Source: an optimization exercise on an open RTL-to-GDS flow (aim: small area, a short achievable clock period and few clock cycles per item). Production flows keep margins and buffers that such runs may drop.
No functional check of the RTL was part of any run shown here.

==> flow/design.v, too long to show whole: its modules and the start of the top module <==
// module knn_sqrt_pipeline: 59 lines
// module knn_distance: 1626 lines
// module k_nn: 141 lines
module k_nn #(
    parameter NUMBER_ELEMENTS = 6,
    parameter DATA_WIDTH = 32,
    parameter CLASS_WIDTH = 8
)(
    input  wire                     clk,
    input  wire                     rst,  
    output reg                      m_axis_tvalid,
    input  wire                     m_axis_tready,
    output wire [DATA_WIDTH-1:0]    m_axis_tdata,
    output wire                     m_axis_tlast,
    input  wire                     s_axis_tvalid,
    output wire                     s_axis_tready,
    input  wire [DATA_WIDTH-1:0]    s_axis_tdata,
    input  wire                     s_axis_tlast,
    output wire [DATA_WIDTH-1:0]    distance_result
);
  // ...
==> flow/run.sh <==
#!/bin/bash
# synth_recipe.tcl (not shown) runs the flow's synth.tcl, then flattens the netlist and writes it again
# the make line also repeats each setting of config.mk as NAME=value (left out here)
make -C /OpenROAD-flow-scripts/flow DESIGN_CONFIG=/design/flow/config.mk WORK_HOME=/design/flow/orfs CLKGATE_MAP_FILE= SYNTH_SCRIPT=/design/flow/synth_recipe.tcl finish
==> flow/config.mk <==
export PLATFORM = sky130hd
export DESIGN_NAME = k_nn
export DESIGN_NICKNAME = k_nn
export VERILOG_FILES = /design/flow/design.v
export SDC_FILE = /design/flow/constraint.sdc
export NUM_CORES = 4
export LEC_CHECK = 0
export ABC_CLOCK_PERIOD_IN_PS = 1900
export CAP_MARGIN = 20
export CORE_MARGIN = 2
export CORE_UTILIZATION = 40
export SLEW_MARGIN = 20
==> flow/constraint.sdc <==
create_clock -name core_clock -period 9.0 [get_ports {clk}]
set_input_delay 1.8000 -clock core_clock [delete_from_list [all_inputs] [get_ports {clk}]]
set_output_delay 1.8000 -clock core_clock [all_outputs]
set_load 0.01 [all_outputs]
==> reports/results.txt, run 1 <==
The flow ran to the end and the layout has no timing, DRC or antenna violations. Path class of the lowest-slack min-delay path: reg2reg. The minimum clock period after layout was 4.679 ns; the final instance area was 50,570 µm². TritonCTS built the clock tree. The area share of buffers outside the clock network is 1.722%. The detailed router put a total of 33,720 µm of wire on met1. Among all cell types in the netlist, the one instantiated most often is edfxtp_1. Number of antenna cells inserted: 0. After detailed routing, the met3 layer carries 2852 µm of wire. After floorplanning, the core was divided into 123 placement rows. Data arrives at the worst endpoint at 2.88 ns. The final layout contains 4,155 nets. The final weighted congestion of routability-driven global placement came out at 0.8476. The layout cell share with drive strength beyond 1 is 6.895%. The run gives 55,940 µm as the final HPWL from detailed placement.

Registers represent a cell area share of 48.93%. Of the available clock period, the critical path in the final layout requires 51.99%. The die covers 115,900 µm². Across all hold checks on the routed design, the worst slack comes to 0.3675 ns. Synthesis handed over a netlist of 3,545 instances. The final layout contains routed wiring with a total length of 79,830 µm.

The detailed router used layers up to and including met4. The worst setup path is launched from a flip-flop. The tools report the master cell of the clock root buffer as clkbuf_16.

On the worst path, the slowest cell contributes a delay of 0.62 ns. The CTS clock-pin slew for the worst setup and hold paths was 0.06 ns; the non-clock buffer instance count of the final layout was 90. After synthesis, the netlist uses 83 different library cells. Global routing consumed, on the met2 layer, 25.01% of the routing resources.

After detailed routing, the average wire length per cell comes to 15.31 µm. Based on the critical path, the design can be clocked at up to 213.7 MHz. The count of synthesis-stage warnings from yosys came out at 3. Number of enable-type register cells in the synthesized netlist: 804. The standard cell core area is 112,300 µm², and the global-route wire length before repair is 131,700 µm.
==> inputs of run 2 (changes only) <==
--- a/flow/config.mk
+++ b/flow/config.mk
@@ -11,2 +11,3 @@
 export CORE_UTILIZATION = 40
+export SETUP_SLACK_MARGIN = 5
 export SLEW_MARGIN = 20
==> reports/results.txt, run 2 <==
The run finished with no timing, DRC or antenna violations. Setup repair after global routing could not meet its margin everywhere. Dominant cells by area after synthesis: edfxtp_1, fa_1, ha_1 (unchanged). The post-synthesis cell area is 45,280 µm² (unchanged). The source-to-sink clock delay at the later pin of the worst-skew pair was 0.65 ns (was 0.67 ns). Most instantiated library cell after synthesis: edfxtp_1 (unchanged). Average detailed-routed wire length per instance: 15.24 µm (was 15.31 µm).

Peak fanout along the critical path: 19 (was 34). Most instantiated cells after synthesis: edfxtp_1, inv_1, ha_1 (unchanged). The logs give 1,258 (was 1,310) for the initial detailed-routing violation count and 0 (unchanged) for the number of design rule violations left after detail routing.

The run gives 54.65% (unchanged) as the fraction of the yosys area taken by sequential cells. The tools report the startpoint kind of the worst setup timing path as a flip-flop (unchanged). The number of buffers added on ports works out to 73 (unchanged). The max-capacitance violation count is 0 (unchanged). The tools report the initial core utilization as 40.30% (unchanged).

The measured slew at the worst slew-check pin works out to 0.9811 ns (was 1.020 ns). The aggregate global routing overflow is 0 (unchanged). The minimum clock period after layout is 3.814 ns (was 4.679 ns), and the flip-flop count of the largest register after layout is 188 (unchanged). The cell count of the worst hold path works out to 0 (unchanged). For the final setup skew, the log shows 0.02768 ns (was 0.05131 ns).

The area fraction of the dominant cell type after synthesis was 53.32% (unchanged). The worst setup path startpoint was rd0 (was idx[1]). The number of enable-type register cells in the synthesized netlist came out at 804 (unchanged). The total number of H-tree levels was 3 (unchanged); the number of fillers in the final layout was 10,122 (was 10,164).

The tools report the via count of the first global-routing pass as 26,207 (was 26,187). The tools report the end of the worst register-to-register path as sqrt_calc.step[1].reg_s.rr[2] (was dist_calc.ax[5]). The count of synthesis-stage warnings from yosys was 3 (unchanged); the depth of the worst register-to-register path was 14 (was 17). The synthesized area divided by synthesized cell count is 12.77 µm² (unchanged). The count of hold buffers inserted by post-cts repair is 0 (unchanged).

The run gives 112,300 µm² (unchanged) as the standard cell core area. The number of buffers added by the clock tree synthesis step is 89 (unchanged), and the overall die area is 115,900 µm² (unchanged). The die height came out at 340.4 µm (unchanged).

The total of flip-flops plus latches after synthesis came out at 834 (unchanged). The classification of the worst setup path was reg2out (unchanged). For the global-route wire length before repair, the log shows 131,200 µm (was 131,700 µm). Most common cell after layout, fill and taps aside: edfxtp_1 (unchanged). TritonCTS built the clock tree.

Dominant cell type by area after synthesis: edfxtp_1 (unchanged). The logs give 0 (unchanged) for the initial antenna violation count and 47,600 µm² (was 47,580 µm²) for the cell area reported after detailed placement. The required time at the worst-slack endpoint is 7.20 ns (about the same). Global-route usage over all layers: 13.84% (was 13.89%). Biggest registers after layout: sqrt_calc.step.reg_s.sr: 188 flops, sqrt_calc.step.reg_s.qr: 144 flops, sqrt_calc.step.reg_s.rr: 140 flops (unchanged).

Maximum clock frequency: 262.2 MHz (was 213.7 MHz). The tools report the master cell of the clock root buffer as clkbuf_16 (unchanged). The pin count of the biggest net entering global routing is 215 (was 144), and the average vias per placed instance is 4.917 (was 4.931).

The final worst-path cycle share was 42.38% (was 51.99%). For the cell count after synthesis, the log shows 3,545 (unchanged). The path class of the lowest-slack min-delay path was reg2reg (unchanged). The CTS clock-pin slew for the worst setup and hold paths is 0.06 ns (about the same). The leading register cell type out of synthesis is edfxtp_1 (unchanged). Number of failing setup endpoints in the final timing report: 0 (unchanged). The share of synthesized registers carrying an async set or reset came out at 0% (unchanged). The x dimension of the die was 340.4 µm (unchanged). For the first-pass detailed-route iteration total, the log shows 5 (was 6). The tools report the sort of element at the end of the critical path as an output port (unchanged). For the number of antenna cells inserted, the log shows 0 (unchanged). The launch instance of the worst min-delay path is sqrt_calc.step[3].reg_s.sr[1] (was sqrt_calc.step[1].reg_s.sr[12]). The count of endpoints failing hold in the final timing report came out at 0 (unchanged).

The slack of the critical path came out at 5.186 ns (was 4.321 ns). The register containing the most flip-flops in the final layout is sqrt_calc.step.reg_s.sr (unchanged). The post-route antenna net violation count was 0 (unchanged); the top-level I/O count was 104 (unchanged). The number of placement rows was 123 (unchanged); the vias after detailed routing was 25,649 (was 25,706).

The beginning of the worst register-to-register path was dist_calc.t6[3] (was idx[1]). The layout cell share with drive strength beyond 1 works out to 7.616% (was 6.895%). Most frequent cells in the layout: edfxtp_1, inv_1, ha_1, and2_1, fa_1 (unchanged). The total length of routed wires is 79,510 µm (was 79,830 µm). The run gives 83 (unchanged) as the number of unique standard cell types used by synthesis. The buffer levels on the longest clock path is 3 (unchanged). Sum of negative setup slack: 0 ns (unchanged). The run gives 50,590 µm² (was 50,570 µm²) as the final instance area. The area growth from synthesis to layout is 11.74% (was 11.70%), and the count of nets after finishing is 4,164 (was 4,155). Setup slack at placement: 4.580 ns (was 4.607 ns).

The run gives 55,130 µm (was 55,940 µm) as the final HPWL from detailed placement. The tools report the number of sinks driven by the clock tree as 834 (unchanged). Relative max-transition margin: 34.59% (was 31.98%). The terminating pin of the worst hold path is sqrt_calc.step[5].reg_s.sr[1] (was sqrt_calc.step[3].reg_s.sr[12]).

The tools report the number of pins exceeding their max-slew limit in the final report as 0 (unchanged). The largest stage delay on the critical path came out at 0.57 ns (was 0.62 ns). The cell type of the slowest stage on the worst timing path was dfxtp_2 (was clkdlybuf4s50_1). The run gives 5.21 ns (was 4.53 ns) as the slack of the worst reg-to-reg path. The final weighted congestion of routability-driven global placement is 0.8374 (was 0.8476). Sequence of cells on the critical path: a22o_1 -> clkdlybuf4s50_1 (was inv_1 -> ha_1 -> nand2_1 -> a21oi_4 -> buf_4 -> clkdlybuf4s50_1). The signal arrival time at the worst endpoint was 2.01 ns (was 2.88 ns).
[run 2: cell counts after synthesis]
No cell type changed its count.
[run 2: logic make-up after synthesis]
group | after synthesis | share of synthesized area, %
xor+xnor | 167 | 3.247
simple gates | 787 | 8.932
fa+ha+maj | 477 | 16.45
other cells | 1 | 0.008283
mux | 122 | 2.929
flops | 834 | 54.65
compound gates | 623 | 9.023
buf+inv | 534 | 4.762
[run 2: what timing repair did]
action / CTS / global route
buffers inserted: 5 / 3
endpoints found under the setup margin: 35 / 27
pin swaps: 2 / 3
gates cloned: 1 / 0
resized for setup: 9 / 17
[run 2: layer usage]
layer / track usage (%) / vias up / wire length, µm
met5: 0 / - / 0
met4: 4.993 / 0 / 2476
met3: 2.256 / 182 / 2612
met2: 24.86 / 408 / 40660
met1: 16.68 / 12409 / 33760
li1: - / 12650 / -
[run 2: critical path: cells and delay by family, from the launching register on]
| kind | cells | cell delay (ns) |
|---|---|---|
| flip-flops | 1 | 0.57 |
| buffers and inverters | 1 | 0.55 |
| AO/OA/AOI/OAI | 1 | 0.24 |
[run 2: worst max path at each step]
stage | cells past startpoint | to | slack, ns
6_report | 2 | m_axis_tdata[1] | 5.19
3_5_place_dp | 17 | dist_calc.ax[5] | 4.58
5_1_grt | 17 | dist_calc.ax[5] | 4.96
4_1_cts | 5 | s_axis_tready | 4.87
3_3_place_gp | 17 | dist_calc.ax[5] | 4.64
2_1_floorplan | 8 | m_axis_tvalid | -2.92
[run 2: final cells by class]
cell class	count	area [µm²]	share of cell area (%)
Timing Repair Buffer	98	978.4	1.934
Multi-Input combinational cell	2206	18600	36.77
Tap cell	1500	1877	3.710
Clock buffer	105	2308	4.563
Inverter	421	1584	3.131
Clock inverter	52	489.2	0.9670
Sequential cell	834	24750	48.92
[run 2: stage by stage]
step | cells | hold WS [ns] | util, %
4_1_cts | 5212 | 0.4076 | 44.92
2_1_floorplan | 3573 | 0.4003 | -
5_1_grt | 5216 | 0.4191 | 45.03
3_5_place_dp | 5049 | 0.4045 | 42.37
6_report | 5216 | 0.4053 | 45.03
3_3_place_gp | 5049 | 0.4001 | 42.37
==> inputs of run 3 (changes only) <==
--- a/flow/config.mk
+++ b/flow/config.mk
@@ -10,4 +10,4 @@
 export CORE_MARGIN = 2
-export CORE_UTILIZATION = 40
-export SETUP_SLACK_MARGIN = 5
+export CORE_UTILIZATION = 60
+export PLACE_DENSITY = 0.7
 export SLEW_MARGIN = 20
==> reports/results.txt, run 3 <==
Most instantiated library cell after synthesis: edfxtp_1 (unchanged). The area growth from synthesis to layout was 9.962% (was 11.74%). The dominant cell type by area after synthesis is edfxtp_1 (unchanged).

The cell count after synthesis was 3,545 (unchanged). The number of unique standard cell types used by synthesis was 83 (unchanged); the max-capacitance violation count was 0 (unchanged). For the final HPWL from detailed placement, the log shows 60,430 µm (was 55,130 µm). Most frequent cells in the layout: edfxtp_1, inv_1, ha_1, and2_1, fa_1 (unchanged). Dominant cells by area after synthesis: edfxtp_1, fa_1, ha_1 (unchanged).

Number of enable-type register cells in the synthesized netlist: 804 (unchanged). The register containing the most flip-flops in the final layout was sqrt_calc.step.reg_s.sr (unchanged). Source-to-sink clock delay at the later pin of the worst-skew pair: 0.62 ns (was 0.65 ns).

Master cell of the clock root buffer: clkbuf_16 (unchanged). For the fraction of the yosys area taken by sequential cells, the log shows 54.65% (unchanged). The total of flip-flops plus latches after synthesis came out at 834 (unchanged). The tools report the number of pins exceeding their max-slew limit in the final report as 0 (unchanged). Setup repair after global routing left no endpoint under its margin. Total number of H-tree levels: 3 (unchanged). The signal arrival time at the worst endpoint came out at 2.88 ns (was 2.01 ns). The run gives 0 (unchanged) as the aggregate global routing overflow.

The sort of element at the end of the critical path was an output port (unchanged). The number of antenna cells inserted was 0 (unchanged). The flip-flop count of the largest register after layout works out to 188 (unchanged). Most instantiated cells after synthesis: edfxtp_1, inv_1, ha_1 (unchanged).

For the number of design rule violations left after detail routing, the log shows 0 (unchanged). The die height is 278.7 µm (was 340.4 µm). The flow ran to the end and the layout has no timing, DRC or antenna violations. The measured slew at the worst slew-check pin is 1.025 ns (was 0.9811 ns). Leading register cell type out of synthesis: edfxtp_1 (unchanged).

The final worst-path cycle share is 51.96% (was 42.38%). The overall die area is 77,670 µm² (was 115,900 µm²). Biggest registers after layout: sqrt_calc.step.reg_s.sr: 188 flops, sqrt_calc.step.reg_s.qr: 144 flops, sqrt_calc.step.reg_s.rr: 140 flops (unchanged).

The number of sinks driven by the clock tree is 834 (unchanged). The number of buffers added on ports is 73 (unchanged), and the layout cell share with drive strength beyond 1 is 7.112% (was 7.616%).

The share of synthesized registers carrying an async set or reset works out to 0% (unchanged). Sum of negative setup slack: 0 ns (unchanged). The final weighted congestion of routability-driven global placement was 0.8910 (was 0.8374); the global-route usage over all layers was 22.22% (was 13.84%).

The tools report the number of failing setup endpoints in the final timing report as 0 (unchanged). The run gives 0 (unchanged) as the count of endpoints failing hold in the final timing report. The tools report the pin count of the biggest net entering global routing as 177 (was 215).

Path class of the lowest-slack min-delay path: reg2reg (unchanged). The tools report the top-level I/O count as 104 (unchanged). The average vias per placed instance was 5.645 (was 4.917); the maximum clock frequency was 213.8 MHz (was 262.2 MHz). The run gives 100 (was 123) as the number of placement rows. For the count of nets after finishing, the log shows 4,156 (was 4,164). The final setup skew is 0.02110 ns (was 0.02768 ns), and the total length of routed wires is 84,250 µm (was 79,510 µm). The CTS clock-pin slew for the worst setup and hold paths came out at 0.06 ns (about the same).

TritonCTS built the clock tree. The run gives 31.35% (was 34.59%) as the relative max-transition margin. The area fraction of the dominant cell type after synthesis came out at 53.32% (unchanged). The initial detailed-routing violation count came out at 1,772 (was 1,258).

The core occupancy in the finished layout came out at 66.76% (was 45.03%). The vias after detailed routing came out at 26,425 (was 25,649). Classification of the worst setup path: reg2out (unchanged). The count of hold buffers inserted by post-cts repair is 0 (unchanged).

The startpoint kind of the worst setup timing path was a flip-flop (unchanged). The count of instances resized after the clock tree is built is 0 (was 9). The count of synthesis-stage warnings from yosys is 3 (unchanged), and the post-route antenna net violation count is 0 (unchanged). The run gives 27,903 (was 26,207) as the via count of the first global-routing pass. The setup slack at placement came out at 4.597 ns (was 4.580 ns).

The buffer levels on the longest clock path is 3 (unchanged). For the number of buffers added by the clock tree synthesis step, the log shows 89 (unchanged). The number of cells in the finished layout apart from fillers is 4,681 (was 5,216). The required time at the worst-slack endpoint was 7.20 ns (about the same); the average detailed-routed wire length per instance was 18.00 µm (was 15.24 µm). The global-route wire length before repair came out at 138,600 µm (was 131,200 µm).

Total setup buffers inserted after CTS: 0 (was 5). The most common cell after layout, fill and taps aside is edfxtp_1 (unchanged). The slack of the critical path came out at 4.323 ns (was 5.186 ns).

The initial antenna violation count was 0 (unchanged); the synthesized area divided by synthesized cell count was 12.77 µm² (unchanged). The run gives 8 (was 5) as the first-pass detailed-route iteration total. The tools report the post-synthesis cell area as 45,280 µm² (unchanged).

The placed instance count was 4,519 (was 5,049); the x dimension of the die was 278.7 µm (was 340.4 µm). For the number of fillers in the final layout, the log shows 5,375 (was 10,122). The minimum clock period after layout is 4.677 ns (was 3.814 ns). The initial core utilization is 60.71% (was 40.30%).

Peak fanout along the critical path: 34 (was 19). The standard cell core area is 74,570 µm² (was 112,300 µm²).
-- run 3: changes by cell type in the layout (fill, tap and decap cells not counted), moves of 3 or more --
| cell | previous run | this run |
|---|---|---|
| clkbuf_16 | 90 | 95 |
| clkinv_1 | 16 | 11 |
| dfxtp_1 | 25 | 29 |
| ha_1 | 276 | 280 |
| ha_2 | 3 | 0 |
| clkbuf_1 | 15 | 18 |
| clkbuf_8 | 0 | 4 |
| inv_16 | 3 | 0 |
| buf_4 | 21 | 15 |
| clkinv_2 | 17 | 20 |
| dfxtp_2 | 5 | 1 |
-- run 3: logic make-up (layout without fill, tap and decap cells) --
group / count (synthesis) / in the layout / share of synthesized area (%)
flops: 834 / 834 / 54.65
simple gates: 787 / 787 / 8.932
fa+ha+maj: 477 / 477 / 16.45
other cells: 1 / 29 / 0.008283
buf+inv: 534 / 673 / 4.762
mux: 122 / 122 / 2.929
compound gates: 623 / 623 / 9.023
xor+xnor: 167 / 167 / 3.247
-- run 3: stage by stage --
step / area [µm²] / hold slack (ns)
finish: 49790 / 0.4120
global route: 49790 / 0.4163
CTS: 49770 / 0.4086
detailed placement: 46930 / 0.4045
global placement: 46930 / 0.4002
floorplan: 45390 / 0.4003
-- run 3: worst paths after layout --
path	to	cells after the start	startpoint	slack, ns
min reg2reg	sqrt_calc.step[7].reg_s.sr[10]	0	sqrt_calc.step[6].reg_s.sr[10]	0.41
max	s_axis_tready	5	idx[0]	4.32
max reg2reg	dist_calc.ax[5]	17	idx[0]	4.50
min	sqrt_calc.step[7].reg_s.sr[10]	0	sqrt_calc.step[6].reg_s.sr[10]	0.41
-- run 3: final cells by class --
class	count	area [µm²]	share of cell area [%]
clock buffers	117	2500	5.021
inverters	421	1584	3.182
repair buffers	91	903.4	1.814
clock inverters	44	340.3	0.6836
flip-flops and latches	834	24750	49.70
well taps	969	1212	2.435
multi-input cells	2205	18500	37.16
-- run 3: critical path: stages, from the launching register on --
cell and delay (ns):
dfxtp_1 0.45, ha_1 0.37, nand2_1 0.21, a21oi_4 0.19, buf_4 0.39, clkdlybuf4s50_1 0.62
-- run 3: metal layers --
metal	vias to the layer above	track usage [%]	part of all wire, %
met5	-	0	0
met4	0	8.947	3.9
met3	214	3.121	3.4
met2	547	41.29	53
met1	13029	25.80	40
li1	12635	-	-
==> inputs of run 4 (changes only) <==
==> flow/flow/run.sh (new file) <==
#!/bin/bash
# Standard ORFS layout (the standard.sh, unchanged synthesis), with the
# resizer's setup repair aimed below the 9 ns clock: repair_timing keeps
# working until setup slack reaches SETUP_SLACK_MARGIN.
set -euo pipefail
bash standard.sh SETUP_SLACK_MARGIN=${MARGIN:-6.2} finish > standard.log 2>&1
==> flow/standard.sh (new file) <==
#!/bin/bash
# synth_recipe.tcl (not shown) runs the flow's synth.tcl, then flattens the netlist and writes it again
# the make line also repeats each setting of config.mk as NAME=value (left out here)
make -C /OpenROAD-flow-scripts/flow DESIGN_CONFIG=/design/flow/config.mk WORK_HOME=/design/flow/orfs CLKGATE_MAP_FILE= SYNTH_SCRIPT=/design/flow/synth_recipe.tcl "${@:-finish}"
--- a/flow/config.mk
+++ b/flow/config.mk
@@ -10,4 +10,3 @@
 export CORE_MARGIN = 2
-export CORE_UTILIZATION = 60
-export PLACE_DENSITY = 0.7
+export CORE_UTILIZATION = 40
 export SLEW_MARGIN = 20
removed: flow/run.sh
==> reports/results.txt, run 4 <==
For the initial antenna violation count, the log shows 0 (unchanged). Buffer levels on the longest clock path: 3 (unchanged). The count of synthesis-stage warnings from yosys was 3 (unchanged). The flow ran to the end and the layout has no timing, DRC or antenna violations. TritonCTS built the clock tree. For the via count of the first global-routing pass, the log shows 27,553 (was 27,903). The average vias per placed instance works out to 4.956 (was 5.645). The sort of element at the end of the critical path was a flip-flop (was an output port).

The number of buffers added on ports works out to 73 (unchanged). The master cell of the clock root buffer was clkbuf_16 (unchanged). The most common cell after layout, fill and taps aside was edfxtp_1 (unchanged).

The classification of the worst setup path is reg2reg (was reg2out). The logs give 4,393 (was 4,156) for the count of nets after finishing and 0 (unchanged) for the number of design rule violations left after detail routing. Average detailed-routed wire length per instance: 16.16 µm (was 18.00 µm).

The core occupancy in the finished layout came out at 48.18% (was 66.76%). Path class of the lowest-slack min-delay path: reg2reg (unchanged). Register containing the most flip-flops in the final layout: sqrt_calc.step.reg_s.sr (unchanged). The post-synthesis cell area was 45,280 µm² (unchanged); the required time at the worst-slack endpoint was 9.39 ns (was 7.20 ns). Setup repair after global routing could not meet its margin everywhere.

The tools report the count of hold buffers inserted by post-cts repair as 0 (unchanged). The leading register cell type out of synthesis was edfxtp_1 (unchanged). Most instantiated cells after synthesis: edfxtp_1, inv_1, ha_1 (unchanged). The layout cell share with drive strength beyond 1 works out to 19.55% (was 7.112%). The area growth from synthesis to layout is 19.55% (was 9.962%), and the max-capacitance violation count is 0 (unchanged). The logs give 140,000 µm (was 138,600 µm) for the global-route wire length before repair and 123 (was 100) for the number of placement rows. The post-route antenna net violation count came out at 0 (unchanged). Share of synthesized registers carrying an async set or reset: 0% (unchanged). The synthesized area divided by synthesized cell count is 12.77 µm² (unchanged), and the signal arrival time at the worst endpoint is 3.83 ns (was 2.88 ns). The number of unique standard cell types used by synthesis was 83 (unchanged).

The number of pins exceeding their max-slew limit in the final report was 0 (unchanged). Initial detailed-routing violation count: 1,339 (was 1,772). The final worst-path cycle share came out at 38.22% (was 51.96%).

The slack of the worst reg-to-reg path is 5.56 ns (was 4.50 ns). The measured slew at the worst slew-check pin is 1.221 ns (was 1.025 ns), and the final weighted congestion of routability-driven global placement is 0.8521 (was 0.8910). The run gives 112,300 µm² (was 74,570 µm²) as the standard cell core area.

The cell count of the worst hold path is 0 (unchanged), and the area fraction of the dominant cell type after synthesis is 53.32% (unchanged). The final HPWL from detailed placement was 55,990 µm (was 60,430 µm). The logs give 18.62% (was 31.35%) for the relative max-transition margin and 88,120 µm (was 84,250 µm) for the total length of routed wires.

The number of failing setup endpoints in the final timing report is 0 (unchanged). Cell type of the slowest stage on the worst timing path: dfxtp_4 (was clkdlybuf4s50_1). The aggregate global routing overflow came out at 0 (unchanged).

Biggest registers after layout: sqrt_calc.step.reg_s.sr: 188 flops, sqrt_calc.step.reg_s.qr: 144 flops, sqrt_calc.step.reg_s.rr: 140 flops (unchanged). The number of cells in the finished layout apart from fillers is 5,453 (was 4,681), and the pin count of the biggest net entering global routing is 173 (was 177). Most frequent cells in the layout: edfxtp_1, inv_1, ha_1, and2_1, fa_1 (unchanged). The die height is 340.4 µm (was 278.7 µm). The tools report the source-to-sink clock delay at the later pin of the worst-skew pair as 0.67 ns (was 0.62 ns).

Global-route usage over all layers: 14.85% (was 22.22%). The final instance area came out at 54,130 µm² (was 49,790 µm²). The maximum clock frequency came out at 290.7 MHz (was 213.8 MHz).

The CTS clock-pin slew for the worst setup and hold paths is 0.06 ns (about the same). The number of enable-type register cells in the synthesized netlist works out to 804 (unchanged). The count of endpoints failing hold in the final timing report is 0 (unchanged). The largest stage delay on the critical path came out at 0.36 ns (was 0.62 ns). Fraction of the yosys area taken by sequential cells: 54.65% (unchanged). The dominant cell type by area after synthesis is edfxtp_1 (unchanged).

The cell area reported after detailed placement is 47,680 µm² (was 46,930 µm²). Vias after detailed routing: 27,024 (was 26,425). The x dimension of the die was 340.4 µm (was 278.7 µm); the top-level I/O count was 104 (unchanged). Dominant cells by area after synthesis: edfxtp_1, fa_1, ha_1 (unchanged). The depth of the worst register-to-register path is 18 (was 17). The run gives 834 (unchanged) as the number of sinks driven by the clock tree. The most instantiated library cell after synthesis was edfxtp_1 (unchanged).

The tools report the number of antenna cells inserted as 0 (unchanged). The flip-flop count of the largest register after layout was 188 (unchanged); the final setup skew was 0.02796 ns (was 0.02110 ns). The peak fanout along the critical path was 5 (was 34). The logs give 115,900 µm² (was 77,670 µm²) for the overall die area and 3,545 (unchanged) for the cell count after synthesis. The total number of H-tree levels came out at 3 (unchanged). The startpoint kind of the worst setup timing path was a flip-flop (unchanged). For the number of buffers added by the clock tree synthesis step, the log shows 87 (was 89).

Sequence of cells on the critical path: buf_6 -> ha_4 -> nor3_4 -> nor3_2 -> a21oi_2 -> inv_2 -> o21ai_2 -> ha_2 -> fa_2 -> nor2b_2 -> o21ai_2 -> a21oi_2 -> o31a_1 -> o221a_4 -> buf_4 -> or3_1 -> o31a_1 -> xnor2_1 (was ha_1 -> nand2_1 -> a21oi_4 -> buf_4 -> clkdlybuf4s50_1). The total of flip-flops plus latches after synthesis is 834 (unchanged), and the initial core utilization is 40.30% (was 60.71%). The minimum clock period after layout is 3.440 ns (was 4.677 ns), and the placed instance count is 5,051 (was 4,519). The first-pass detailed-route iteration total is 6 (was 8).

The number of fillers in the final layout came out at 9,793 (was 5,375).
-- run 4: repair_timing --
action                                  CTS  global route
pin swaps                                96            76
buffers inserted                        175            45
resized for setup                       402           160
endpoints found under the setup margin  762           625
hold endpoints to repair                  0             0
cloned                                   12             7
-- run 4: through the flow --
stage               hold slack (ns)  worst slack [ns]  TNS (ns)
finish                       0.3890             5.560         0
detailed placement           0.4045             4.826         0
global placement             0.4002             4.853         0
global route                 0.4057             5.404         0
CTS                          0.3915             5.513         0
floorplan                    0.4003            -2.924  -1601.48
-- run 4: per-layer routing --
metal  routed length (µm)  GRT usage (%)  vias to the layer above
li1                     -              -                    13136
met1                35980          17.63                    13263
met2                46090          26.98                      446
met3                 2857          2.072                      179
met4                 3187          6.002                        0
met5                    0              0                        -
-- run 4: final cells by class --
| cell class | count | area [µm²] | share of cell area [%] |
|---|---|---|---|
| clock buffers | 109 | 2290 | 4.230 |
| clock inverters | 54 | 705.7 | 1.304 |
| inverters | 421 | 1597 | 2.950 |
| multi-input cells | 2211 | 19760 | 36.50 |
| flip-flops and latches | 834 | 24770 | 45.75 |
| well taps | 1500 | 1877 | 3.467 |
| repair buffers | 322 | 3124 | 5.772 |
| repair inverters | 2 | 10.01 | 0.01849 |
-- run 4: path summary, 6_finish.rpt --
kind | from | to
min reg2reg | sqrt_calc.step[5].reg_s.sr[17] | sqrt_calc.step[6].reg_s.sr[17]
max | idx[1] | dist_calc.ax[10]
max reg2reg | idx[1] | dist_calc.ax[10]
min | sqrt_calc.step[5].reg_s.sr[17] | sqrt_calc.step[6].reg_s.sr[17]
-- run 4: cell families (layout without fill, tap and decap cells) --
| kind of cell | after synthesis | after routing | share of synthesized area, % |
|---|---|---|---|
| AOI/OAI and AO/OA | 623 | 625 | 9.023 |
| xor gates and xnor gates | 167 | 167 | 3.247 |
| adders and majority gates | 477 | 477 | 16.45 |
| buffers and inverters | 534 | 908 | 4.762 |
| DFF | 834 | 834 | 54.65 |
| muxes | 122 | 122 | 2.929 |
| other | 1 | 29 | 0.008283 |
| and+or+nand+nor | 787 | 791 | 8.932 |
-- run 4: critical path: cells and delay by family (launching register included) --
family / cells / cell delay [ns]
AO/OA/AOI/OAI: 7 / 1.15
XOR/XNOR: 1 / 0.12
adder cells (fa/ha/maj): 3 / 0.60
buffers and inverters: 3 / 0.34
flip-flops: 1 / 0.36
AND/OR/NAND/NOR: 4 / 0.60
==> module k_nn, before the edit <==
module k_nn #(
    parameter NUMBER_ELEMENTS = 6,
    parameter DATA_WIDTH = 32,
    parameter CLASS_WIDTH = 8
)(
    input  wire                     clk,
    input  wire                     rst,  
    output reg                      m_axis_tvalid,
    input  wire                     m_axis_tready,
    output wire [DATA_WIDTH-1:0]    m_axis_tdata,
    output wire                     m_axis_tlast,
    input  wire                     s_axis_tvalid,
    output wire                     s_axis_tready,
    input  wire [DATA_WIDTH-1:0]    s_axis_tdata,
    input  wire                     s_axis_tlast,
    output wire [DATA_WIDTH-1:0]    distance_result
);
    reg         full;
    wire        en = !full;
    reg         busy;
    reg  [2:0]  idx;
    reg  [15:0] qx, qy;
    assign s_axis_tready = en && (!busy || idx == NUMBER_ELEMENTS-1);
    wire accept = s_axis_tvalid && s_axis_tready;
    always @(posedge clk) begin
        if (!rst) begin
            busy <= 1'b0;
            idx  <= 3'd0;
        end else if (accept) begin
            busy <= 1'b1;
            idx  <= 3'd0;
        end else if (en && busy) begin
            if (idx == NUMBER_ELEMENTS-1)
                busy <= 1'b0;
            else
                idx <= idx + 3'd1;
        end
    end
    always @(posedge clk) begin
        if (s_axis_tready) begin
            qx <= s_axis_tdata[15:0];
            qy <= s_axis_tdata[31:16];
        end
    end
    wire        sq_v;
    wire [32:0] sum_sq;
    knn_distance dist_calc (
        .clk(clk), .rst(rst), .en(en),
        .vin(busy), .k(idx), .qx(qx), .qy(qy),
        .vout(sq_v), .sum_sq(sum_sq)
    );
    wire        p_v;
    wire [16:0] p_d;
    knn_sqrt_pipeline sqrt_calc (
        .clk(clk), .rst(rst), .en(en),
        .vin(sq_v), .data_in(sum_sq),
        .vout(p_v), .data_out(p_d)
    );
    wire take = en && p_v;
    reg  [2:0]  ko;
    reg  [16:0] nd, sd;
    reg  [1:0]  cnt;
    reg  [16:0] res_d;
    reg         res_c;
    wire        lt_n = p_d < nd;
    wire        lt_s = p_d < sd;
    wire        last = (ko == NUMBER_ELEMENTS-1);
    always @(posedge clk) begin
        if (!rst)
            ko <= 3'd0;
        else if (take)
            ko <= last ? 3'd0 : ko + 3'd1;
    end
    always @(posedge clk) begin
        if (take) begin
            if (ko == 3'd0) begin
                nd  <= p_d;
                sd  <= 17'h1ffff;
                cnt <= 2'd0;
            end else if (ko < 3'd3) begin
                if (lt_n) begin
                    nd <= p_d;
                    sd <= nd;
                end else if (lt_s) begin
                    sd <= p_d;
                end
            end else begin
                if (lt_n)
                    nd <= p_d;
                if (lt_s)
                    cnt <= cnt + 2'd1;
            end
            if (last) begin
                res_d <= lt_n ? p_d : nd;
                res_c <= (cnt + lt_s) >= 2'd2;
            end
        end
    end
    assign distance_result = {{(CLASS_WIDTH-1){1'b0}}, res_c,
                              {(DATA_WIDTH-CLASS_WIDTH-17){1'b0}}, res_d};
    reg  [16:0] q0_d, q1_d;
    reg         q0_l, q1_l;
    reg         wp;
    reg         rd0, rd1;
    reg  [1:0]  qn;
    wire        pop = m_axis_tvalid && m_axis_tready;
    wire [1:0]  qn_next = qn + {1'b0, take} - {1'b0, pop};
    always @(posedge clk) begin
        if (!rst) begin
            wp            <= 1'b0;
            rd0           <= 1'b1;
            rd1           <= 1'b0;
            qn            <= 2'd0;
            full          <= 1'b0;
            m_axis_tvalid <= 1'b0;
        end else begin
            if (take)
                wp <= !wp;
            if (pop) begin
                rd0 <= !rd0;
                rd1 <= !rd1;
            end
            qn            <= qn_next;
            full          <= qn_next[1];
            m_axis_tvalid <= qn_next != 2'd0;
        end
    end
    always @(posedge clk) begin
        if (take && !wp) begin
            q0_d <= p_d;
            q0_l <= last;
        end
        if (take && wp) begin
            q1_d <= p_d;
            q1_l <= last;
        end
    end
    assign m_axis_tdata = {{(DATA_WIDTH-17){1'b0}},
                           ({17{rd0}} & q0_d) | ({17{rd1}} & q1_d)};
    assign m_axis_tlast = (rd0 & q0_l) | (rd1 & q1_l);
endmodule
==> inputs of run 5 (changes only) <==
--- a/flow/design.v
+++ b/flow/design.v
@@ -1695,3 +1695,3 @@
     output wire [DATA_WIDTH-1:0]    m_axis_tdata,
-    output wire                     m_axis_tlast,
+    output reg                      m_axis_tlast,
     input  wire                     s_axis_tvalid,
@@ -1702,4 +1702,29 @@
 );
-    reg         full;
-    wire        en = !full;
+    reg         sk_v;
+    wire        en = !sk_v;
+    wire        p_v;
+    wire [16:0] p_d;
+    reg  [16:0] m_d, sk_d;
+    wire        take     = en && p_v;
+    wire        out_free = !m_axis_tvalid || m_axis_tready;
+    wire        load_m   = out_free && (sk_v || take);
+    wire [16:0] din      = sk_v ? sk_d : p_d;
+    wire        sk_v_n   = out_free ? 1'b0 : (sk_v || take);
+    always @(posedge clk) begin
+        if (!rst) begin
+            m_axis_tvalid <= 1'b0;
+            sk_v          <= 1'b0;
+        end else begin
+            if (out_free)
+                m_axis_tvalid <= sk_v || take;
+            sk_v <= sk_v_n;
+        end
+    end
+    always @(posedge clk) begin
+        if (take && !out_free)
+            sk_d <= p_d;
+        if (load_m)
+            m_d <= din;
+    end
+    assign m_axis_tdata = {{(DATA_WIDTH-17){1'b0}}, m_d};
     reg         busy;
@@ -1707,16 +1732,17 @@
     reg  [15:0] qx, qy;
-    assign s_axis_tready = en && (!busy || idx == NUMBER_ELEMENTS-1);
-    wire accept = s_axis_tvalid && s_axis_tready;
-    always @(posedge clk) begin
-        if (!rst) begin
-            busy <= 1'b0;
-            idx  <= 3'd0;
-        end else if (accept) begin
-            busy <= 1'b1;
-            idx  <= 3'd0;
+    reg         s_rdy;
+    wire        accept = s_axis_tvalid && s_rdy;
+    reg         busy_n;
+    reg  [2:0]  idx_n;
+    always @(*) begin
+        busy_n = busy;
+        idx_n  = idx;
+        if (accept) begin
+            busy_n = 1'b1;
+            idx_n  = 3'd0;
         end else if (en && busy) begin
             if (idx == NUMBER_ELEMENTS-1)
-                busy <= 1'b0;
+                busy_n = 1'b0;
             else
-                idx <= idx + 3'd1;
+                idx_n = idx + 3'd1;
         end
@@ -1724,3 +1750,15 @@
     always @(posedge clk) begin
-        if (s_axis_tready) begin
+        if (!rst) begin
+            busy  <= 1'b0;
+            idx   <= 3'd0;
+            s_rdy <= 1'b0;
+        end else begin
+            busy  <= busy_n;
+            idx   <= idx_n;
+            s_rdy <= !sk_v_n && (!busy_n || idx_n == NUMBER_ELEMENTS-1);
+        end
+    end
+    assign s_axis_tready = s_rdy;
+    always @(posedge clk) begin
+        if (s_rdy) begin
             qx <= s_axis_tdata[15:0];
@@ -1736,4 +1774,2 @@
     );
-    wire        p_v;
-    wire [16:0] p_d;
     knn_sqrt_pipeline sqrt_calc (
@@ -1743,3 +1779,2 @@
     );
-    wire take = en && p_v;
     reg  [2:0]  ko;
@@ -1747,7 +1782,4 @@
     reg  [1:0]  cnt;
-    reg  [16:0] res_d;
-    reg         res_c;
-    wire        lt_n = p_d < nd;
-    wire        lt_s = p_d < sd;
-    wire        last = (ko == NUMBER_ELEMENTS-1);
+    wire        lt_n = din < nd;
+    wire        lt_s = din < sd;
     always @(posedge clk) begin
@@ -1755,9 +1787,10 @@
             ko <= 3'd0;
-        else if (take)
-            ko <= last ? 3'd0 : ko + 3'd1;
+        else if (load_m)
+            ko <= (ko == NUMBER_ELEMENTS-1) ? 3'd0 : ko + 3'd1;
     end
     always @(posedge clk) begin
-        if (take) begin
+        if (load_m) begin
+            m_axis_tlast <= (ko == NUMBER_ELEMENTS-1);
             if (ko == 3'd0) begin
-                nd  <= p_d;
+                nd  <= din;
                 sd  <= 17'h1ffff;
@@ -1766,6 +1799,6 @@
                 if (lt_n) begin
-                    nd <= p_d;
+                    nd <= din;
                     sd <= nd;
                 end else if (lt_s) begin
-                    sd <= p_d;
+                    sd <= din;
                 end
@@ -1773,3 +1806,3 @@
                 if (lt_n)
-                    nd <= p_d;
+                    nd <= din;
                 if (lt_s)
@@ -1777,50 +1810,6 @@
             end
-            if (last) begin
-                res_d <= lt_n ? p_d : nd;
-                res_c <= (cnt + lt_s) >= 2'd2;
-            end
-        end
-    end
-    assign distance_result = {{(CLASS_WIDTH-1){1'b0}}, res_c,
-                              {(DATA_WIDTH-CLASS_WIDTH-17){1'b0}}, res_d};
-    reg  [16:0] q0_d, q1_d;
-    reg         q0_l, q1_l;
-    reg         wp;
-    reg         rd0, rd1;
-    reg  [1:0]  qn;
-    wire        pop = m_axis_tvalid && m_axis_tready;
-    wire [1:0]  qn_next = qn + {1'b0, take} - {1'b0, pop};
-    always @(posedge clk) begin
-        if (!rst) begin
-            wp            <= 1'b0;
-            rd0           <= 1'b1;
-            rd1           <= 1'b0;
-            qn            <= 2'd0;
-            full          <= 1'b0;
-            m_axis_tvalid <= 1'b0;
-        end else begin
-            if (take)
-                wp <= !wp;
-            if (pop) begin
-                rd0 <= !rd0;
-                rd1 <= !rd1;
-            end
-            qn            <= qn_next;
-            full          <= qn_next[1];
-            m_axis_tvalid <= qn_next != 2'd0;
-        end
-    end
-    always @(posedge clk) begin
-        if (take && !wp) begin
-            q0_d <= p_d;
-            q0_l <= last;
-        end
-        if (take && wp) begin
-            q1_d <= p_d;
-            q1_l <= last;
         end
     end
-    assign m_axis_tdata = {{(DATA_WIDTH-17){1'b0}},
-                           ({17{rd0}} & q0_d) | ({17{rd1}} & q1_d)};
-    assign m_axis_tlast = (rd0 & q0_l) | (rd1 & q1_l);
+    assign distance_result = {{(CLASS_WIDTH-1){1'b0}}, cnt[1],
+                              {(DATA_WIDTH-CLASS_WIDTH-17){1'b0}}, nd};
 endmodule
==> reports/results.txt, run 5 <==
The run finished with no timing, DRC or antenna violations. The maximum clock frequency was 292.0 MHz (was 290.7 MHz). The classification of the worst setup path was reg2reg (unchanged).

For the relative max-transition margin, the log shows 28.89% (was 18.62%). The via count of the first global-routing pass is 27,741 (was 27,553). The minimum clock period after layout came out at 3.425 ns (was 3.440 ns). The tools report the worst setup path startpoint as idx[0] (was idx[1]). The tools report the max-capacitance violation count as 0 (unchanged). The cell count of the worst hold path is 0 (unchanged), and the number of enable-type register cells in the synthesized netlist is 785 (was 804).

The average detailed-routed wire length per instance is 17.13 µm (was 16.16 µm), and the area fraction of the dominant cell type after synthesis is 53.34% (was 53.32%). The depth of the worst register-to-register path was 20 (was 18). The leading register cell type out of synthesis is edfxtp_1 (unchanged). The post-route antenna net violation count is 0 (unchanged). TritonCTS built the clock tree.

The logs give 104 (unchanged) for the top-level I/O count and 144,000 µm (was 140,000 µm) for the global-route wire length before repair. The number of buffers added on ports came out at 73 (unchanged). The logs give 92,910 µm (was 88,120 µm) for the total length of routed wires and 3 (unchanged) for the count of synthesis-stage warnings from yosys.

The register containing the most flip-flops in the final layout is sqrt_calc.step.reg_s.sr (unchanged). The cell count after synthesis was 3,489 (was 3,545); the number of antenna cells inserted was 0 (unchanged). The initial antenna violation count came out at 0 (unchanged).

The measured slew at the worst slew-check pin was 1.067 ns (was 1.221 ns). The count of nets after finishing came out at 4,389 (was 4,393). The signal arrival time at the worst endpoint came out at 3.92 ns (was 3.83 ns). The total number of H-tree levels was 3 (unchanged); the pin count of the biggest net entering global routing was 195 (was 173). The dominant cell type by area after synthesis was edfxtp_1 (unchanged). The tools report the initial core utilization as 40.48% (was 40.30%).

The buffer levels on the longest clock path was 3 (unchanged). The initial detailed-routing violation count is 1,615 (was 1,339). The final worst-path cycle share is 38.05% (was 38.22%), and the average vias per placed instance is 5.011 (was 4.956).

The logs give 79 (was 83) for the number of unique standard cell types used by synthesis and 54.57% (was 54.65%) for the fraction of the yosys area taken by sequential cells. The first-pass detailed-route iteration total is 5 (was 6). The logs give 20,100 µm² (was 19,760 µm²) for the area occupied by multi-input gates and 24,130 µm² (was 24,770 µm²) for the register area.

Die height: 336.4 µm (was 340.4 µm). Final HPWL from detailed placement: 58,030 µm (was 55,990 µm). Biggest registers after layout: sqrt_calc.step.reg_s.sr: 188 flops, sqrt_calc.step.reg_s.qr: 144 flops, sqrt_calc.step.reg_s.rr: 140 flops (unchanged).

The count of hold buffers inserted by post-cts repair is 0 (unchanged), and the layout cell share with drive strength beyond 1 is 22.93% (was 19.55%). The logs give 27,174 (was 27,024) for the vias after detailed routing and 0.02504 ns (was 0.02796 ns) for the final setup skew. Setup repair after global routing could not meet its margin everywhere.

Startpoint kind of the worst setup timing path: a flip-flop (unchanged). The x dimension of the die was 336.4 µm (was 340.4 µm); the source-to-sink clock delay at the later pin of the worst-skew pair was 0.65 ns (was 0.67 ns). The standard cell core area is 109,200 µm² (was 112,300 µm²), and the sum of negative setup slack is 0 ns (unchanged). Path class of the lowest-slack min-delay path: reg2reg (unchanged). Dominant cells by area after synthesis: edfxtp_1, fa_1, ha_1 (unchanged). The number of placement rows came out at 121 (was 123). For the global-route usage over all layers, the log shows 16.07% (was 14.85%). For the final weighted congestion of routability-driven global placement, the log shows 0.8279 (was 0.8521).

The area growth from synthesis to layout works out to 22.96% (was 19.55%). The run gives 85 (was 87) as the number of buffers added by the clock tree synthesis step. The number of fillers in the final layout is 9,275 (was 9,793), and the overall die area is 113,100 µm² (was 115,900 µm²). The aggregate global routing overflow is 0 (unchanged), and the post-synthesis cell area is 44,190 µm² (was 45,280 µm²). Number of sinks driven by the clock tree: 812 (was 834). Most instantiated cells after synthesis: edfxtp_1, inv_1, ha_1 (unchanged). The tools report the required time at the worst-slack endpoint as 9.50 ns (was 9.39 ns).

The run gives 5.575 ns (was 5.560 ns) as the slack of the critical path. The beginning of the worst register-to-register path is idx[0] (was idx[1]). Core occupancy in the finished layout: 49.78% (was 48.18%). The logs give 0 (unchanged) for the count of endpoints failing hold in the final timing report and 0 (unchanged) for the number of pins exceeding their max-slew limit in the final report. The number of design rule violations left after detail routing is 0 (unchanged), and the total of flip-flops plus latches after synthesis is 812 (was 834).

The flip-flop count of the largest register after layout is 188 (unchanged), and the share of synthesized registers carrying an async set or reset is 0% (unchanged). Synthesized area divided by synthesized cell count: 12.67 µm² (was 12.77 µm²). Most common cell after layout, fill and taps aside: edfxtp_1 (unchanged).

Master cell of the clock root buffer: clkbuf_16 (unchanged). The CTS clock-pin slew for the worst setup and hold paths is 0.06 ns (about the same), and the peak fanout along the critical path is 5 (unchanged). The setup slack at placement was 4.361 ns (was 4.826 ns). The most instantiated library cell after synthesis is edfxtp_1 (unchanged).

The launch instance of the worst min-delay path is sqrt_calc.step[8].reg_s.sr[0] (was sqrt_calc.step[5].reg_s.sr[17]). Most frequent cells in the layout: edfxtp_1, inv_1, ha_1, buf_4, and2_1 (was edfxtp_1, inv_1, ha_1, and2_1, fa_1). Sort of element at the end of the critical path: a flip-flop (unchanged). For the number of failing setup endpoints in the final timing report, the log shows 0 (unchanged).
## run 5: area by class of cell
cell class	count	share of cell area, %
Clock buffer	103	4.078
Timing Repair Buffer	380	6.874
Tap cell	1476	3.399
Timing Repair inverter	1	0.01382
Multi-Input combinational cell	2174	36.99
Sequential cell	812	44.42
Clock inverter	54	1.271
Inverter	423	2.957
## run 5: logic make-up (layout without fill, tap and decap cells)
logic type,after synthesis,after routing,share of synthesized area [%]
buf+inv,534,961,4.876
compound gates,630,632,9.182
mux,88,88,2.158
simple gates,783,784,9.123
fa+ha+maj,475,475,16.80
other cells,1,29,0.008486
xor+xnor,166,166,3.290
flops,812,812,54.57
## run 5: path summary, 6_finish.rpt
kind | to | slack [ns]
setup reg to reg | dist_calc.ax[3] | 5.58
hold reg to reg | sqrt_calc.step[9].reg_s.sr[0] | 0.41
hold / removal | sqrt_calc.step[9].reg_s.sr[0] | 0.41
setup / recovery | dist_calc.ax[3] | 5.58
## run 5: worst max-delay path, stage by stage (launching register included)
cell     delay (ns)
dfxtp_4        0.40
inv_4          0.06
ha_4           0.17
nor2_4         0.14
nor2_4         0.06
nor2_1         0.09
nor2_1         0.07
nor2_2         0.14
inv_2          0.07
o21ai_4        0.10
ha_4           0.18
fa_2           0.20
nor2b_1        0.05
o21a_1         0.19
o21ai_2        0.21
a21oi_4        0.11
o41ai_4        0.24
buf_6          0.19
buf_8          0.13
or3b_1         0.36
o21ai_2        0.08
## run 5: routing by layer
| metal | share of wire, % | GRT usage [%] |
|---|---|---|
| met5 | 0 | 0 |
| met3 | 4.2 | 2.682 |
| met4 | 3.1 | 5.143 |
| met1 | 40 | 19.16 |
| met2 | 53 | 29.36 |
## run 5: what timing repair did
action | 4_1_cts | 5_1_grt
cloned | 16 | 4
setup buffers | 212 | 55
pin swaps | 183 | 139
endpoints found under the setup margin | 295 | 268
gates resized for setup | 553 | 215
## run 5: through the flow
| stage | instance area, µm² | hold slack, ns | cells |
|---|---|---|---|
| 2_1_floorplan | 44350 | 0.4003 | 3517 |
| 3_3_place_gp | 46580 | 0.4000 | 4979 |
| 3_5_place_dp | 46580 | 0.4045 | 4979 |
| 4_1_cts | 53000 | 0.3993 | 5364 |
| 5_1_grt | 54330 | 0.4167 | 5423 |
| 6_report | 54330 | 0.4112 | 5423 |

-- re-timing with driven ports --
No port has a modelled driver above. Below, the same layouts with a new extraction and two added sets of constraints.
Step 1 sets driving cells, clkbuf_16 on the clock port and buf_2 on the other inputs (assumed; they add their load-dependent delay and slew).
Step 2 moves the port delays by t, midway between the first and last clock arrival at a register: inputs arrive t later, outputs are due t later. That takes back most of the time a late clock gives input paths.
Slacks: ideal / step 1 / step 2; pairs: ideal / step 1.
run | t, ns | setup WS [ns] | worst setup path after step 2 | clock arrival spread, ns | worst register clock-pin slew, ns
run 1 | 0.715 | 4.321 / 4.254 / 4.535 | register to register | 0.061 / 0.061 | 0.06 / 0.06
run 2 | 0.715 | 5.186 / 5.116 / 5.206 | register to register | 0.038 / 0.038 | 0.06 / 0.06
run 3 | 0.676 | 4.323 / 4.262 / 4.498 | register to register | 0.026 / 0.026 | 0.06 / 0.06
run 4 | 0.719 | 5.560 / 5.521 / 5.560 | register to register | 0.037 / 0.038 | 0.07 / 0.07
run 5 | 0.704 | 5.575 / 5.575 / 5.575 | register to register | 0.033 / 0.033 | 0.07 / 0.07
After both steps setup and hold are still met in every run listed.
